This design comes from an exercise in tuning for small area on the open sky130 flow, not from production work.
In this exercise RTL edits were held to simulation tests only and were not proved equivalent to the original.
Power and IR drop assume default switching activity.

## v23
## cpu
module cpu(
    input clk,
    input rst_n,
    output hlt,
    output [15:0] pc,
    input [15:0] imem_data,
    output [15:0] dmem_addr,
    output [15:0] dmem_wdata,
    output dmem_we,
    output dmem_re,
    input [15:0] dmem_rdata
);
clock: 9.0 ns
lec_check: 0
cap_margin: 20
core_margin: 2
core_utilization: 60
slew_margin: 20
synth_hierarchical: 1
standard.sh (not shown) runs the stock make flow with config.mk's settings and CLKGATE_MAP_FILE= SYNTH_SCRIPT=/design/flow/synth_recipe.tcl, a recipe that flattens the netlist after the stock synthesis.
==> flow/flow/run.sh <==
#!/bin/bash
# Layout flow: the standard ORFS flow (standard.sh) in two parts.
#  1. standard synthesis, unchanged;
#  2. every combinational cell that synthesis sized above drive strength 1
#     is set back to drive strength 1 (flow/downsize.tcl); placement and
#     timing repair size cells up again where the layout needs it;
#  3. the rest of the standard flow, with
#     - the port buffers made of the smallest buffer cell,
#     - timing-driven global placement that keeps none of its trial
#       buffering (GPL_KEEP_OVERFLOW 0); the resizer step after placement
#       repairs what needs it,
#     - the clock tree built with larger sink clusters and no dummy loads.
# Each tool's output goes to a log file of its own in this folder (and ORFS
# keeps its per-step logs under orfs/logs).
set -euo pipefail
export BUFFER_PORTS_ARGS="-buffer_cell sky130_fd_sc_hd__buf_1"
export GPL_KEEP_OVERFLOW=0
export CTS_ARGS="-sink_clustering_enable -repair_clock_nets -sink_clustering_size 25 -sink_clustering_max_diameter 100 -dont_use_dummy_load"
bash standard.sh synth > synth_make.log 2>&1
RESULTS_DIR="$PWD/orfs/results/$FLOW_PLATFORM/cpu/base" \
    openroad -no_init -exit flow/downsize.tcl > downsize.log 2>&1
bash standard.sh > layout_make.log 2>&1
==> flow/flow/downsize.tcl <==
# Set every combinational cell that synthesis gave a drive strength above 1
# back to drive strength 1; placement and timing repair size up where needed.
read_db $::env(RESULTS_DIR)/1_synth.odb
set db [ord::get_db]
set block [[$db getChip] getBlock]
set n 0
foreach inst [$block getInsts] {
  set name [[$inst getMaster] getName]
  if {![regexp {^(sky130_fd_sc_hd__[a-z0-9]+)_([0-9]+)$} $name -> base drive]} { continue }
  if {$drive == 1} { continue }
  if {[regexp {__(df|edf|sdf|dl|sdl|conb|clk|tap|fill|decap|diode|lpflow)} $base]} { continue }
  set m [$db findMaster ${base}_1]
  if {$m == "NULL"} { continue }
  $inst swapMaster $m
  incr n
}
puts "downsize: $n instances set to drive strength 1"
write_db $::env(RESULTS_DIR)/1_synth.odb
Input changes introduced in v28 (baseline for comparison: v23):
diff --git a/flow/flow/run.sh b/flow/flow/run.sh
--- a/flow/flow/run.sh
+++ b/flow/flow/run.sh
@@ -16,5 +16,5 @@
 export BUFFER_PORTS_ARGS="-buffer_cell sky130_fd_sc_hd__buf_1"
 export GPL_KEEP_OVERFLOW=0
-export CTS_ARGS="-sink_clustering_enable -repair_clock_nets -sink_clustering_size 25 -sink_clustering_max_diameter 100 -dont_use_dummy_load"
+export CTS_ARGS="-sink_clustering_enable -repair_clock_nets -sink_clustering_size 30 -sink_clustering_max_diameter 100 -dont_use_dummy_load"
 bash standard.sh synth > synth_make.log 2>&1
 RESULTS_DIR="$PWD/orfs/results/$FLOW_PLATFORM/cpu/base" \
==> comparison <==
The via count of the first global-routing pass on v28 is in line with that on v23.
Diff v23..v28 | final area | negligible
From v23 to v28 the numbers moved as follows: sequential share of layout area has remained practically unchanged, post-layout worst setup margin picked up an extra 150 ps.

---

Setup of build 26:
cpu, a different RTL version from the one above (not shown whole).
For scale: about 85 I/O pins, roughly 20,000 sq um of cells after synthesis.
Settings: LEC_CHECK=0, CAP_MARGIN=20, CORE_MARGIN=2, CORE_UTILIZATION=60, CTS_CLUSTER_DIAMETER=100, CTS_CLUSTER_SIZE=25, SLEW_MARGIN=20, SYNTH_HIERARCHICAL=1; clock period 9.0 ns.
run.sh (not shown) runs the stock make flow with config.mk's settings and CLKGATE_MAP_FILE= SYNTH_SCRIPT=/design/flow/synth_recipe.tcl, a recipe that flattens the netlist after the stock synthesis.
Stock flow here: none of the scripts above is used.
Build 26 completed every stage of the flow, and the final layout passed the timing, design-rule and antenna checks.
[inputs] build 77 vs build 26
Settings: clearing CTS_CLUSTER_DIAMETER, which used to be 100; clearing CTS_CLUSTER_SIZE, which used to be 25.
Notes after the runs:
- Taking build 26 as the reference, in build 77 cell count increased by 48 relative to the old numbers, number of H-tree levels went up 1, portion of total power attributed to combinational logic has decreased, count of fill cells added during filler insertion has decreased.
- Between build 26 and build 77, the synthesis-to-layout area growth is lower for build 26.
- Total power per unit cell area (build 77 vs. build 26) increases by more than 10%
- First-iteration DRC count: build 26 and build 77 compared, higher one is build 77
- Min longest individual stage delay on the worst path across build 26 and build 77: build 77
The inputs of build 32 differ from those of build 77 as listed below.
==> flow/flow/run.sh (new file) <==
#!/bin/bash
# Layout flow: the standard ORFS flow (standard.sh), with the port
# buffers made of the smallest buffer cell and the clock tree built with
# larger sink clusters and without dummy loads.
set -euo pipefail
export BUFFER_PORTS_ARGS="-buffer_cell sky130_fd_sc_hd__buf_1"
export CTS_ARGS="-sink_clustering_enable -repair_clock_nets -sink_clustering_size 25 -sink_clustering_max_diameter 100 -dont_use_dummy_load"
bash standard.sh > orfs_make.log 2>&1
==> flow/standard.sh (new file) <==
#!/bin/bash
# synth_recipe.tcl (not shown) runs the flow's synth.tcl, then flattens the netlist and writes it again
# the make line also repeats each setting of config.mk as NAME=value (left out here)
make -C /OpenROAD-flow-scripts/flow DESIGN_CONFIG=/design/flow/config.mk WORK_HOME=/design/flow/orfs CLKGATE_MAP_FILE= SYNTH_SCRIPT=/design/flow/synth_recipe.tcl "${@:-finish}"
removed: flow/run.sh
Findings:
- Setup slack ends up lower on build 77.
- Build 32 against build 77: final RePlAce weighted congestion went down 3.0%, clock power share -11 points, antenna cell count went down 1, sequential share of layout area went up by 3.0 points.

---

## the previous run
Another version of the RTL of cpu (not shown whole).
For scale: roughly 1,500 cells after synthesis, ~85 I/O pins, about 0.019 sq mm of cells after synthesis.
Settings: LEC_CHECK=0, CAP_MARGIN=20, CORE_MARGIN=2, CORE_UTILIZATION=60, SLEW_MARGIN=20, SYNTH_HIERARCHICAL=1; clock period 9.0 ns.
standard.sh (not shown) runs the stock make flow with config.mk's settings and CLKGATE_MAP_FILE= SYNTH_SCRIPT=/design/flow/synth_recipe.tcl, a recipe that flattens the netlist after the stock synthesis.
==> flow/flow/run.sh <==
#!/bin/bash
# Layout flow: the standard ORFS flow (standard.sh) in two parts.
#  1. standard synthesis, unchanged;
#  2. every combinational cell that synthesis sized above drive strength 1
#     is set back to drive strength 1 (flow/downsize.tcl); placement and
#     timing repair size cells up again where the layout needs it;
#  3. the rest of the standard flow, with
#     - the port buffers made of the smallest buffer cell,
#     - timing-driven global placement that keeps none of its trial
#       buffering (GPL_KEEP_OVERFLOW 0); the resizer step after placement
#       repairs what needs it,
#     - the clock tree built with larger sink clusters and no dummy loads.
# Each tool's output goes to a log file of its own in this folder (and ORFS
# keeps its per-step logs under orfs/logs).
set -euo pipefail
export BUFFER_PORTS_ARGS="-buffer_cell sky130_fd_sc_hd__buf_1"
export GPL_KEEP_OVERFLOW=0
export CTS_ARGS="-sink_clustering_enable -repair_clock_nets -sink_clustering_size 25 -sink_clustering_max_diameter 100 -dont_use_dummy_load"
bash standard.sh synth > synth_make.log 2>&1
RESULTS_DIR="$PWD/orfs/results/$FLOW_PLATFORM/cpu/base" \
    openroad -no_init -exit flow/downsize.tcl > downsize.log 2>&1
bash standard.sh > layout_make.log 2>&1
Scripts as last shown in full above: flow/flow/downsize.tcl
The previous run finished all stages; the layout is clean.
Input changes introduced in the current run (baseline for comparison: the previous run):
--- a/flow/flow/run.sh
+++ b/flow/flow/run.sh
@@ -18 +18 @@
-export CTS_ARGS="-sink_clustering_enable -repair_clock_nets -sink_clustering_size 25 -sink_clustering_max_diameter 100 -dont_use_dummy_load"
+export CTS_ARGS="-sink_clustering_enable -repair_clock_nets -sink_clustering_size 30 -sink_clustering_max_diameter 100 -dont_use_dummy_load"
### Flow results
Compared with the previous run, the current run shows a required arrival time at the worst endpoint that is 0.03 ns higher.
The current run ended with less time the worst path needs with I/O delays and setup than the previous run.
Changes observed in the current run relative to the previous run: area added between synthesis and finish now smaller; via count of the first global-routing pass increased by 64 relative to the old numbers.

==> port drivers added, routing unchanged <==
How much do the figures lean on ideal ports? The routed layouts below were timed once more, with nothing changed but the port constraints.
Step 1 assumes that a clkbuf_16 drives the clock port and a buf_2 every other input.
Step 2 times the ports against the registers' clock, not the clock port: input delays grow and output delays shrink by t, the midpoint of the rising clock arrivals with the driver on.
a / b / c = ideal ports / drivers / drivers and shift; a / b = the first two.
| run | shift t [ns] | setup slack, ns | worst hold slack (ns) |
|---|---|---|---|
| v23 | 0.582 | 0.505 / 0.505 / 0.505 | 0.362 / 0.362 / 0.362 |
| v28 | 0.574 | 0.652 / 0.652 / 0.652 | 0.363 / 0.363 / 0.363 |
| build 26 | 0.581 | 1.090 / 1.090 / 1.090 | 0.345 / 0.345 / 0.345 |
| build 77 | 0.628 | 1.146 / 1.146 / 1.146 | 0.352 / 0.352 / 0.352 |
| build 32 | 0.573 | 1.242 / 1.242 / 1.242 | 0.372 / 0.372 / 0.372 |
| the previous run | 0.587 | 0.736 / 0.736 / 0.736 | 0.378 / 0.378 / 0.378 |
| the current run | 0.568 | 0.773 / 0.773 / 0.773 | 0.379 / 0.379 / 0.379 |
After both steps setup and hold are still met in every run listed.
